From an optimization exercise on the open Yosys and OpenROAD flow, aimed at small area; shortcuts taken in it are not production practice.
In this exercise RTL edits were held to simulation tests only and were not proved equivalent to the original.
The clock input has no modelled driver; a real chip could not lean on it and would need a root buffer or a full tree.
Power and IR drop assume default switching activity.

`flow/config.mk`:
```
export PLATFORM = sky130hd
export DESIGN_NAME = directional_traffic_controller
export DESIGN_NICKNAME = directional_traffic_controller
export VERILOG_FILES = /design/flow/design.v
export SDC_FILE = /design/flow/constraint.sdc
export NUM_CORES = 4
export LEC_CHECK = 0
export CAP_MARGIN = 20
export CORE_MARGIN = 2
export CORE_UTILIZATION = 40
export SLEW_MARGIN = 20
```
`flow/constraint.sdc`:
```
create_clock -name core_clock -period 30.0 [get_ports {clk}]
set_input_delay 6.0000 -clock core_clock [delete_from_list [all_inputs] [get_ports {clk}]]
set_output_delay 6.0000 -clock core_clock [all_outputs]
set_load 0.01 [all_outputs]
```
`flow/design.v`:
```
module directional_traffic_controller (
    input wire clk, reset,
    input wire [1:0] north_ml_level, south_ml_level,
    input wire [1:0] east_ml_level, west_ml_level,
    input wire ml_prediction_valid,
    input wire emergency_override,
    input wire [1:0] emergency_direction,
    input wire [7:0] north_queue, south_queue,
    input wire [7:0] east_queue, west_queue,
    output wire [2:0] north_light, south_light, east_light, west_light,
    output wire [3:0] current_phase,
    output wire [31:0] phase_timer,
    output wire [1:0] current_mode
);
    function automatic [8:0] sub8(input [7:0] a, input [7:0] b);
        integer i;
        reg bw;
        begin
            bw = 1'b0;
            for (i = 0; i < 8; i = i + 1) begin
                sub8[i] = a[i] ^ b[i] ^ bw;
                bw = (~a[i] & (b[i] | bw)) | (b[i] & bw);
            end
            sub8[8] = bw;
        end
    endfunction
    function automatic [6:0] add7(input [6:0] a, input [6:0] b, input cin);
        integer i;
        reg cy;
        begin
            cy = cin;
            for (i = 0; i < 7; i = i + 1) begin
                add7[i] = a[i] ^ b[i] ^ cy;
                cy = (a[i] & b[i]) | (cy & (a[i] | b[i]));
            end
        end
    endfunction
    function automatic [6:0] inc7(input [6:0] a, input en);
        integer i;
        reg cy;
        begin
            cy = en;
            for (i = 0; i < 7; i = i + 1) begin
                inc7[i] = a[i] ^ cy;
                cy = cy & a[i];
            end
        end
    endfunction
    function automatic [6:0] base(input [2:0] p);
        reg g, y;
        begin
            g = ~p[2] & ~(p[1] ^ p[0]);
            y = (~p[1] & (p[2] ^ p[0]));
            base = {2'b00, g, 1'b0, g, ~g, y};
        end
    endfunction
    reg [2:0] ph;
    reg [5:0] r;
    reg [6:0] qc;
    reg       adapt;
    reg [1:0] lvl_ns, lvl_ew;
    reg [6:0] tmr;
    reg       emq;
    reg       modeq;
    wire [7:0] qa = ph[0] ? east_queue : north_queue;
    wire [7:0] qb = ph[0] ? west_queue : south_queue;
    wire [8:0] qs = sub8(qa, qb);
    wire imb_q = qs[8] ? ~(qs[7:0] > 8'd235) : (qs[7:0] > 8'd20);
    wire       green = ~ph[2] & ~(ph[1] ^ ph[0]);               
    wire [1:0] lvl   = ph[0] ? lvl_ew : lvl_ns;
    reg  [6:0] dt;
    always @(*) begin
        if (green & adapt)
            case ({lvl, imb_q})
                3'b000: dt = 7'd30;
                3'b001, 3'b010: dt = 7'd40;
                3'b011, 3'b100: dt = 7'd50;
                3'b101, 3'b110: dt = 7'd60;
                default: dt = 7'd70;
            endcase
        else dt = base(ph);
    end
    wire       rz   = ~|r;
    wire       rhi  = r[5] & (r[4] | (r[3] & r[2] & r[1] & r[0]));   
    wire       rend = r[5] & r[4] & r[0];                            
    wire [6:0] t    = add7(dt, ~qc, 1'b1);
    wire       wrap = t[6] & (t[5] | t[4] | t[3]);                   
    wire       adv  = wrap | (rz & ~|t);
    wire [6:0] tmr_n = wrap ? add7(t, 7'd81, ~rz & ~rhi) : t;
    wire [2:0] nph = {(ph[1] & ph[0]) | (ph[2] & ~ph[0]), ~ph[2] & (ph[1] ^ ph[0]), ~ph[0]};
    wire [1:0] max_ns = (north_ml_level > south_ml_level) ? north_ml_level : south_ml_level;
    wire [1:0] max_ew = (east_ml_level > west_ml_level) ? east_ml_level : west_ml_level;
    always @(posedge clk) begin
        if (ml_prediction_valid) begin
            lvl_ns <= max_ns;
            lvl_ew <= max_ew;
        end
    end
    always @(posedge clk or posedge reset) begin
        if (reset) begin
            adapt <= 1'b0;
        end else if (ml_prediction_valid) begin
            adapt <= 1'b1;
        end
    end
    always @(posedge clk or posedge reset) begin
        if (reset) begin
            ph    <= 3'd0;
            r     <= 6'd0;
            qc    <= 7'd0;
            tmr   <= 7'd30;
            emq   <= 1'b0;
            modeq <= 1'b0;
        end else if (emergency_override) begin
            r     <= 6'd0;
            qc    <= 7'd0;
            tmr   <= {tmr_n[6:2], emergency_direction};
            emq   <= 1'b1;
            modeq <= 1'b0;
        end else begin
            tmr   <= tmr_n;
            emq   <= 1'b0;
            modeq <= adapt;
            if (adv) begin
                ph <= nph;
                r  <= 6'd0;
                qc <= 7'd0;
            end else begin
                r  <= rend ? 6'd0 : inc7({1'b0, r}, 1'b1);
                qc <= inc7(qc, rz);
            end
        end
    end
    wire cz    = rz & ~|qc;
    wire jadv  = cz & ~emq & ~(tmr[4] & ~tmr[5] & ~tmr[6]);    
    wire wrapq = cz & ~emq & (tmr[5] | tmr[6]);                
    wire ns_g = ~ph[2] & ~ph[1] & ~(ph[0] ^ jadv);                           
    wire ns_y = ~ph[2] & (jadv ? (ph[1] & ~ph[0]) : (~ph[1] & ph[0]));       
    wire ew_g = jadv ? (ph[2] & ~ph[0]) : (ph[1] & ph[0]);                   
    wire ew_y = ph[2] & ~(ph[0] ^ jadv);                                     
    wire [1:0] dirq = tmr[1:0];
    assign north_light = emq ? {dirq != 2'd0, 1'b0, dirq == 2'd0} : {~(ns_g | ns_y), ns_y, ns_g};
    assign south_light = emq ? {dirq != 2'd1, 1'b0, dirq == 2'd1} : {~(ns_g | ns_y), ns_y, ns_g};
    assign east_light  = emq ? {dirq != 2'd2, 1'b0, dirq == 2'd2} : {~(ew_g | ew_y), ew_y, ew_g};
    assign west_light  = emq ? {dirq != 2'd3, 1'b0, dirq == 2'd3} : {~(ew_g | ew_y), ew_y, ew_g};
    assign current_phase = {1'b0, ph};
    assign current_mode  = {emq, modeq};
    assign phase_timer = {5'd0, wrapq, 1'b0, wrapq, 3'd0, wrapq, wrapq, wrapq, wrapq,
                          1'b0, wrapq, 1'b0, wrapq, wrapq, wrapq, 1'b0, emq, emq, emq,
                          tmr[6:5] | {2{emq}}, tmr[4:3] & ~{2{emq}}, tmr[2:0] | {3{emq}}};
endmodule
```
`flow/flow/run.sh`:
```
#!/bin/bash
set -euo pipefail
export BUFFER_PORTS_ARGS="-buffer_cell sky130_fd_sc_hd__buf_1"
export SKIP_REPAIR_TIE_FANOUT=1
export CTS_ARGS="-sink_clustering_enable -repair_clock_nets -dont_use_dummy_load -buf_list sky130_fd_sc_hd__clkbuf_4 -root_buf sky130_fd_sc_hd__clkbuf_4 -sink_clustering_size 12 -sink_clustering_max_diameter 60"
export POST_CTS_TCL="$PWD/flow/post_cts.tcl"
R=orfs/results/${FLOW_PLATFORM}/directional_traffic_controller/base
LIB=${FLOW_HOME}/platforms/${FLOW_PLATFORM}/lib/sky130_fd_sc_hd__tt_025C_1v80.lib
YOSYS=$(command -v yosys || echo ${FLOW_HOME}/../tools/install/yosys/bin/yosys)

bash standard.sh synth > 1_standard_synth.log 2>&1
cp $R/1_2_yosys.v $R/1_2_yosys_standard.v
best=""; best_area=""
for s in flow/area*.abc; do
  n=$(basename $s .abc)
  sed -e "s#LIBFILE#${LIB}#g" -e "s#INFILE#$R/1_2_yosys_standard.v#" \
      -e "s#OUTFILE#$R/remap_$n.v#" -e "s#TOPNAME#${FLOW_TOP}#" \
      -e "s#ABCSCRIPT#$PWD/$s#" flow/remap.ys > remap_$n.ys
  if ${YOSYS} -l 2_remap_$n.log remap_$n.ys > /dev/null 2>&1; then
    a=$(grep "Chip area for module" 2_remap_$n.log | tail -1 | awk '{print $NF}')
    echo "$n $a" >> 2_remap_areas.log
    if [[ -z "$best" ]] || awk -v a="$a" -v b="$best_area" 'BEGIN{exit !(a < b)}'; then
      best=$n; best_area=$a
    fi
  fi
done
echo "chosen $best $best_area" >> 2_remap_areas.log
if [[ -n "$best" ]]; then
  cp $R/remap_$best.v $R/1_2_yosys.v
  rm -f $R/1_synth.odb $R/1_synth.sdc
  bash standard.sh synth > 3_standard_resynth.log 2>&1
fi
bash standard.sh finish > 4_standard_finish.log 2>&1
```
`flow/flow/area1.abc`:
```
strash
balance -l
resub -K 6 -l
rewrite -l
resub -K 6 -N 2 -l
refactor -l
resub -K 8 -l
balance -l
resub -K 8 -N 2 -l
rewrite -l
resub -K 10 -l
rewrite -z -l
resub -K 10 -N 2 -l
balance -l
resub -K 12 -l
refactor -z -l
resub -K 12 -N 2 -l
rewrite -z -l
balance -l
dch -f
amap
```
`flow/flow/area2.abc`:
```
strash
balance -l
resub -K 6 -l
rewrite -l
resub -K 6 -N 2 -l
refactor -l
resub -K 8 -l
balance -l
resub -K 8 -N 2 -l
rewrite -l
resub -K 10 -l
rewrite -z -l
resub -K 10 -N 2 -l
balance -l
resub -K 12 -l
refactor -z -l
resub -K 12 -N 2 -l
rewrite -z -l
balance -l
balance -l
resub -K 6 -l
rewrite -l
resub -K 6 -N 2 -l
refactor -l
resub -K 8 -l
balance -l
resub -K 8 -N 2 -l
rewrite -l
resub -K 10 -l
rewrite -z -l
resub -K 10 -N 2 -l
balance -l
resub -K 12 -l
refactor -z -l
resub -K 12 -N 2 -l
rewrite -z -l
balance -l
dch -f
amap
```
`flow/flow/area3.abc`:
```
strash
balance -l
resub -K 6 -l
rewrite -l
resub -K 6 -N 2 -l
refactor -l
resub -K 8 -l
balance -l
resub -K 8 -N 2 -l
rewrite -l
resub -K 10 -l
rewrite -z -l
resub -K 10 -N 2 -l
balance -l
resub -K 12 -l
refactor -z -l
resub -K 12 -N 2 -l
rewrite -z -l
balance -l
dch -f
amap -m
```
`flow/flow/area4.abc`:
```
strash
balance -l
resub -K 6 -l
rewrite -l
resub -K 6 -N 2 -l
refactor -l
resub -K 8 -l
balance -l
resub -K 8 -N 2 -l
rewrite -l
resub -K 10 -l
rewrite -z -l
resub -K 10 -N 2 -l
balance -l
resub -K 12 -l
refactor -z -l
resub -K 12 -N 2 -l
rewrite -z -l
balance -l
dch
amap
```
`flow/flow/area5.abc`:
```
strash
balance -l
resub -K 6 -l
rewrite -l
resub -K 6 -N 2 -l
refactor -l
resub -K 8 -l
balance -l
resub -K 8 -N 2 -l
rewrite -l
resub -K 10 -l
rewrite -z -l
resub -K 10 -N 2 -l
balance -l
resub -K 12 -l
refactor -z -l
resub -K 12 -N 2 -l
rewrite -z -l
balance -l
dch -r
amap
```
`flow/flow/area6.abc`:
```
strash
balance -l
resub -K 6 -l
rewrite -l
resub -K 6 -N 2 -l
refactor -l
resub -K 8 -l
balance -l
resub -K 8 -N 2 -l
rewrite -l
resub -K 10 -l
rewrite -z -l
resub -K 10 -N 2 -l
balance -l
resub -K 12 -l
refactor -z -l
resub -K 12 -N 2 -l
rewrite -z -l
balance -l
dch -f
amap -E 0.5
```
`flow/flow/area7.abc`:
```
strash
refactor -N 12 -l
balance -l
resub -K 6 -l
rewrite -l
resub -K 6 -N 2 -l
refactor -l
resub -K 8 -l
balance -l
resub -K 8 -N 2 -l
rewrite -l
resub -K 10 -l
rewrite -z -l
resub -K 10 -N 2 -l
balance -l
resub -K 12 -l
refactor -z -l
resub -K 12 -N 2 -l
rewrite -z -l
balance -l
dch -f
amap
```
`flow/flow/area8.abc`:
```
strash
balance -l
resub -K 6 -l
rewrite -l
resub -K 6 -N 2 -l
refactor -l
resub -K 8 -l
balance -l
resub -K 8 -N 2 -l
rewrite -l
resub -K 10 -l
rewrite -z -l
resub -K 10 -N 2 -l
balance -l
resub -K 12 -l
refactor -z -l
resub -K 12 -N 2 -l
rewrite -z -l
balance -l
balance -l
resub -K 6 -l
rewrite -l
resub -K 6 -N 2 -l
refactor -l
resub -K 8 -l
balance -l
resub -K 8 -N 2 -l
rewrite -l
resub -K 10 -l
rewrite -z -l
resub -K 10 -N 2 -l
balance -l
resub -K 12 -l
refactor -z -l
resub -K 12 -N 2 -l
rewrite -z -l
balance -l
dch -r
amap
```
`flow/flow/post_cts.tcl`:
```
set block [ord::get_db_block]
set port_net [[$block findBTerm clk] getNet]
set port_loads [$port_net getITerms]
if {[llength $port_loads] == 1} {
  set root [[lindex $port_loads 0] getInst]
  set root_out [[$root findITerm X] getNet]
  set leaves {}
  set ok 1
  foreach it [$root_out getITerms] {
    if {[$it getInst] == $root} { continue }
    if {![string match "sky130_fd_sc_hd__clkbuf_*" [[[$it getInst] getMaster] getName]]} { set ok 0 }
    lappend leaves $it
  }
  if {$ok && [llength $leaves] >= 1 && [llength $leaves] <= 4} {
    foreach it $leaves {
      $it disconnect
      $it connect $port_net
    }
    odb::dbInst_destroy $root
    odb::dbNet_destroy $root_out
    puts "post_cts: removed clock root buffer, clock port drives [llength $leaves] buffers"
  }
}
estimate_parasitics -placement
```
`flow/flow/remap.ys`:
```
# Re-map the combinational logic of the standard synthesis for area.
# Registers (and tie cells) are kept as they are, with their names.
read_liberty -ignore_miss_func -ignore_miss_dir LIBFILE
blackbox sky130_fd_sc_hd__df* sky130_fd_sc_hd__edf* sky130_fd_sc_hd__sdf* sky130_fd_sc_hd__sedf* sky130_fd_sc_hd__dl* sky130_fd_sc_hd__conb*
read_verilog INFILE
hierarchy -top TOPNAME
flatten
opt -purge
abc -liberty LIBFILE -dont_use *lpflow* -dont_use *probe* -script ABCSCRIPT
opt_clean -purge
hilomap -singleton -hicell sky130_fd_sc_hd__conb_1 HI -locell sky130_fd_sc_hd__conb_1 LO
insbuf -buf sky130_fd_sc_hd__buf_4 A X
splitnets
opt_clean -purge
write_verilog -noexpr -noattr -nohex -nodec OUTFILE
# The reset inverter drives every register's reset pin: give it a stronger
# inverter of the same area.
design -reset
read_liberty -lib LIBFILE
read_verilog OUTFILE
hierarchy -top TOPNAME
chtype -set sky130_fd_sc_hd__inv_2 w:reset %co1 t:sky130_fd_sc_hd__clkinv_1 t:sky130_fd_sc_hd__inv_1 %u %i
stat -liberty LIBFILE
write_verilog -noexpr -noattr -nohex -nodec OUTFILE
```
`flow/standard.sh`:
```
#!/bin/bash
# synth_recipe.tcl (not shown) runs the flow's synth.tcl, then flattens the netlist and writes it again
# the make line also repeats each setting of config.mk as NAME=value (left out here)
make -C /OpenROAD-flow-scripts/flow DESIGN_CONFIG=/design/flow/config.mk WORK_HOME=/design/flow/orfs CLKGATE_MAP_FILE= SYNTH_SCRIPT=/design/flow/synth_recipe.tcl "${@:-finish}"
```
==> notes.md <==
[through the flow]
stage               hold WS [ns]  std cells  total power (uW)  worst slack (ns)  instance area, um2
floorplan                  0.452        310               199             19.23                2260
global placement           0.472        432               228             18.69                2420
detailed placement         0.475        432               229             18.50                2420
global route               0.523        436               276             17.75                2450
finish                     0.492        436               245             18.65                2450
[critical path: cells and delay by family]
family / cells / cell delay (ns)
compound gates: 14 / 2.51
simple gates: 22 / 2.86
buf+inv: 1 / 0.07
[state kept, by name (all words and copies together), names as in the netlist, named ones only]
register / cells
adapt: 1
emq: 1
lvl_ew: 2
r: 6
ph: 2
modeq: 1
tmr: 7
qc: 7
lvl_ns: 2
[how the worst max path moves through the flow]
stage / end / cells after the start
floorplan: r[2]$_DFF_PP0_ / 36
global placement: r[3]$_DFF_PP0_ / 37
detailed placement: r[2]$_DFF_PP0_ / 37
global route: r[4]$_DFF_PP0_ / 37
finish: r[2]$_DFF_PP0_ / 37
[metal layers]
metal / routed length, um / track usage, % / part of all wire (%) / vias up
met5: 0 / 0 / 0 / -
met4: 30 / 3.10 / 0.64 / 0
met2: 2310 / 29.2 / 49 / 50
li1: - / - / - / 1159
met3: 245 / 2.84 / 5.2 / 2
met1: 2140 / 18.8 / 45 / 944
[power by group through the flow]
stage	sequential [uW]	clock, uW	combinational [uW]
after global routing	64.7	19.1	192
after floorplan	60.7	0	139
after global placement	63.4	0	164
after detailed placement	63.7	0	166
final	62.6	16.4	166
[cell type report]
class	instances	area (um2)	share of cell area [%]
clock buffer	4	30.0	1.23
inverter	25	93.8	3.83
timing repair buffer	82	308	12.6
multi-input combinational	223	1150	47.1
sequential	30	776	31.6
tap	72	90.1	3.68
==> flow_metrics.tcl <==
set metrics [dict create \
    dieArea_um2 6280 \
    wl_per_cell_um 10.8 \
    r2r-start "ph[0]$_DFFE_PP0P_" \
    fin_tns_setup_ns 0 \
    p_sw_uw 127 \
    report.final.hold_viol_count 0 \
    io-pin-count 96 \
    critPathKind "in2reg" \
    finalCritPeriodShare_pct 37.8 \
    layout.cells.most_common "buf_1" \
    yosysWarnings 1 \
    clk_pin_slew_ns 0.10 \
    crit_fanout 9 \
    finClkSkew_ns 0.0232 \
    nets 412 \
    final_cell_mix "buf_1 (82), nor2_1 (52), nand2_1 (40)" \
    critPathArrivalTime_ns 11.43 \
    fp-row-count 27 \
    fin_crit_ns 11.35 \
    dp_hpwl_um 3800 \
    syn_nets 356 \
    grt_antenna_before_repair 0 \
    pwr-share-comb_pct 67.8 \
    max_freq_ghz 0.0881 \
    overflow 0 \
    min_to "adapt$_DFFE_PP0P_" \
    start_util_pct 41.4 \
    routed_via_density 4.94 \
    worstMarginPinSlew_ns 0.697 \
    wl_um 4720 \
    max_stage_delay_ns 0.40 \
    mappedNetlistArea_um2 2260 \
    p_leak_uw 0.000930 \
    drc 0 \
    grt_pass1_wl_um 8080 \
    critPathMostFrequentCell "nand2_1" \
    r2r_end "r[2]$_DFF_PP0_" \
    syn_area_per_cell_um2 7.30 \
    post-route-util_pct 44.8 \
    die_x_um 79.2 \
    status "timing/DRC/antenna clean" \
    drt_pass1_iterations 4 \
    dr_total_vias 2155 \
    layout-drive-gt1-share_pct 2.47 \
    peakVddDrop_v 0.0000343 \
    area_growth_pct 8.29 \
    min_path_type "reg2reg" \
    diodes 0 \
    critPathRequiredTime_ns 30.08 \
    setup.worst_path.start "west_queue[0]" \
    powerDensity_nw_per_um2 100 \
    grt.total_usage_pct 15.7 \
    cts_sinks 30 \
    grt_max_degree 27 \
    antenna_left 0 \
    maxSlewViolCount 0 \
    end_kind "register" \
    drt_iter0_drc 73 \
    swShare_pct 51.6 \
    grt_pass1_vias 1982 \
    io_buffers 82 \
    gp_congestion 0.834 \
    cap_viol_max_count 0 \
    internal-power_uw 119 \
    seqPwrFrac_pct 25.5 \
    crit_path_start_kind "input port" \
    clock_latency_ns 0.16 \
    hold_path.startpoint "adapt$_DFFE_PP0P_" \
    regToRegSetupSlack_ns 22.96 \
    die_y_um 79.2 \
    coreArea_um2 5470 \
    setup_viol 0 \
    r2r_cells 37 \
    slew_headroom_pct 53.5 \
    fill_cells 581 \
    synth_cells 310 \
    p_clk_share_pct 6.7 \
    worst_path_max_delay_cell "or4_1" \
    rsz0062_at_grt "no" \
    min_path_cells 1 \
]

-- re-timing with driven ports --
Ports are ideal in the flow. The routed layout listed here was re-timed in OpenROAD.
Step 1 sets driving cells, clkbuf_16 on the clock port and buf_2 on the other inputs (assumed; they add their load-dependent delay and slew).
Step 2 also shifts input and output timing later by t, the mid clock arrival at the registers, as if the neighbouring blocks saw the same clock.
Slacks: ideal ports / drivers / drivers and shift; pairs: ideal ports / drivers.
shift t [ns]: 0.190
slack for setup (ns): 18.650 / 18.672 / 18.483
cell pins on the clock port's net: 4
After both steps setup and hold are still met in this run. For this run, drivers alone change the setup slack by +0.022 ns; drivers and shift together by -0.167 ns.
